From an optimization exercise on the open Yosys and OpenROAD flow, aimed at small area, a short achievable clock period and few clock cycles; shortcuts taken in it are not production practice. In this exercise RTL edits were held to simulation tests only and were not proved equivalent to the original. Power figures rest on the tool's default switching activity, not on a simulated workload.

Design chipmunk, start of the top module:
module chipmunk
	#(parameter addrSize = 12)
	(input clk,
	 input reset,
	 input [addrSize-1:0] startPC,
	 input [7:0] dataBus,
	 output [7:0] dataBusWrite,
	 output [addrSize-1:0] addrBus,
	 output weMem,
	 output done);
==> flow/config.mk <==
export PLATFORM = sky130hd
export DESIGN_NAME = chipmunk
export DESIGN_NICKNAME = chipmunk
export VERILOG_FILES = /design/flow/design.v
export SDC_FILE = /design/flow/constraint.sdc
export NUM_CORES = 4
export LEC_CHECK = 0
export ABC_AREA = 1
export CAP_MARGIN = 20
export CORE_MARGIN = 2
export CORE_UTILIZATION = 55
export SETUP_SLACK_MARGIN = 2.8
export SLEW_MARGIN = 20
export TNS_END_PERCENT = 5
==> flow/constraint.sdc <==
create_clock -name core_clock -period 5.0 [get_ports {clk}]
set_input_delay 1.0000 -clock core_clock [delete_from_list [all_inputs] [get_ports {clk}]]
set_output_delay 1.0000 -clock core_clock [all_outputs]
set_load 0.01 [all_outputs]
run.sh (not shown) runs the stock make flow with config.mk's settings and CLKGATE_MAP_FILE= SYNTH_SCRIPT=/design/flow/synth_recipe.tcl, a recipe that flattens the netlist after the stock synthesis.
The baseline went through all stages and came out clean.
Testbench counts at the start, summed over its fixed seeds: cycles 328,514.
Rerun with:
Settings changed: CORE_UTILIZATION 55 to 65, SETUP_SLACK_MARGIN 2.8 to 2.5.
Outcome: Power is lower by 6.8%; first-iteration DRC count is higher by 44%; hold slack is worse by 4.3 ps; final area is lower by 4.5%; routed wire length hardly moves; worst setup slack is worse by 7.8 ps; sequential power is about the same; via count is higher by 3.5%; utilization is higher by 9.7 points; synthesized area is unchanged.
Rerun with:
Settings changed: CORE_UTILIZATION 65 to 55, SETUP_SLACK_MARGIN 2.5 to 2.4.
What happened: The changed run produced a clean layout; total power drops by 4.1%; clock skew is about the same; sequential cell count is unchanged; wire length falls by about 6%; sequential power is about the same; cell count decreases by 1.0%; worst hold slack is about the same; critical path depth rises by 1; maximum frequency drops by 6.9%.
Rerun with:
Settings changed: SETUP_SLACK_MARGIN 2.4 to 2.6.
Sequential cell count stays the same.
Design area goes up by a few percent.
Utilization came out higher by 3.2 points.
Clock skew stays flat.
Clock power rises by roughly a tenth.
Routed wire length climbs by a few percent.
Power went up by a few percent.
Non-clock buffer count came out higher by 27.
Worst hold slack is better by 4.7 ps.
Rerun with:
Settings changed: SETUP_SLACK_MARGIN 2.6 to 2.2.
=>
- total power drops by a few percent
- cell area drops by a few percent
- routed wire length drops by a few percent
- die area stays the same
- core utilization drops by 4.0 points
- hold slack degrades by 4.4 ps
- final cell count drops by a few percent
Rerun with:
Settings changed: SETUP_SLACK_MARGIN 2.2 to 2.5.
Combinational power increases by roughly a tenth.
Clock power hardly moves.
Final area increases by a few percent.
Clock skew stays flat.
Die area does not change.
Wire length increases by a few percent.
Sequential cell count does not change.
Cell count increases by a few percent.
Hold slack barely changes.
Critical path depth does not change.
Power increases by a few percent.

---

the baseline:
Another version of the RTL of chipmunk (not shown whole).
Size in the first run: ~1000 cells after synthesis, about 44 I/O pins, ~9400 µm² of cells after synthesis.
Design chipmunk, start of the top module:
module chipmunk
	#(parameter addrSize = 12)
	(input clk,
	 input reset,
	 input [addrSize-1:0] startPC,
	 input [7:0] dataBus,
	 output [7:0] dataBusWrite,
	 output [addrSize-1:0] addrBus,
	 output weMem,
	 output done);
Settings: LEC_CHECK=0, CAP_MARGIN=20, CORE_MARGIN=2, CORE_UTILIZATION=55, SLEW_MARGIN=20; clock period 5.0 ns.
Testbench counts of the baseline, summed over its fixed seeds: cycles 330,214.
#### Input delta (the candidate over the baseline)
Settings: an added SETUP_SLACK_MARGIN of 2.4.
==> comparison <==
Every run in the comparison, the candidate and the baseline, completed the flow with a clean layout. As far as fraction of the mapped netlist area in adder cells goes, the baseline and the candidate are indistinguishable; the numbers are identical. Sort the candidate and the baseline by net total in the final layout, descending, and the candidate comes first. The candidate and the baseline ended up with nearly the same clock skew. The candidate vs the baseline, combinational group share of total power went up by 7.7 points. Compared to the baseline, the candidate has global-route total usage across every layer 2.2 points higher. Looking at data arrival time of the critical path across the candidate and the baseline, the one that comes out higher is the baseline. On final cell count, the higher figure sits with the candidate, not the baseline. Run comparison: the candidate first element of the critical path pX; the baseline first element of the critical path xAluY. Relative to the baseline, the multi-input gate share of the layout cell area of the candidate is lower by 2.0 points. Of the candidate and the baseline, it is the candidate that has the higher last weighted congestion value of the routability-driven placer. Detailed route, the candidate vs the baseline: via total higher for the candidate.

## what the ideal ports hide
The results above use ideal ports. As a check the final layouts listed here were re-extracted and re-timed, cells and wires unchanged. Step 1 (the two cells are an assumption about what drives the block):
set clk [get_ports {clk}]
set_driving_cell -lib_cell sky130_fd_sc_hd__clkbuf_16 $clk
set_driving_cell -lib_cell sky130_fd_sc_hd__buf_2 [delete_from_list [all_inputs] $clk]
Step 2 also shifts input and output timing later by t, the mid clock arrival at the registers, as if the neighbouring blocks saw the same clock. Slacks: no drivers / after step 1 / after step 2; pairs: no drivers / after step 1.
| run | t (ns) | setup WS [ns] | hold WS [ns] | worst register clock-pin slew, ns | worst data-port slew with drivers (ns) |
|---|---|---|---|---|---|
| the first run of note 1 | 0.475 | 2.400 / 2.353 / 2.156 | 0.453 / 0.453 / 0.453 | 0.06 / 0.06 | 0.06 |
| the second run of note 1 | 0.464 | 2.392 / 2.350 / 1.968 | 0.449 / 0.449 / 0.449 | 0.06 / 0.06 | 0.04 |
| the third run of note 1 | 0.473 | 2.198 / 2.153 / 1.848 | 0.449 / 0.449 / 0.449 | 0.06 / 0.06 | 0.05 |
| the fourth run of note 1 | 0.470 | 2.415 / 2.367 / 2.079 | 0.454 / 0.454 / 0.454 | 0.06 / 0.06 | 0.04 |
| the fifth run of note 1 | 0.470 | 1.963 / 1.919 / 1.720 | 0.449 / 0.449 / 0.449 | 0.06 / 0.06 | 0.04 |
| the sixth run of note 1 | 0.469 | 2.427 / 2.381 / 2.051 | 0.450 / 0.450 / 0.450 | 0.06 / 0.06 | 0.04 |
| the baseline | 0.468 | 1.519 / 1.519 / 1.123 | 0.484 / 0.484 / 0.484 | 0.07 / 0.07 | 0.04 |
| the candidate | 0.479 | 2.109 / 2.109 / 1.887 | 0.545 / 0.545 / 0.545 | 0.07 / 0.07 | 0.04 |
After both steps every run listed still meets setup and hold. For the second run of note 1, which loses most, drivers alone change the setup slack by -0.042 ns; drivers and shift together by -0.424 ns.
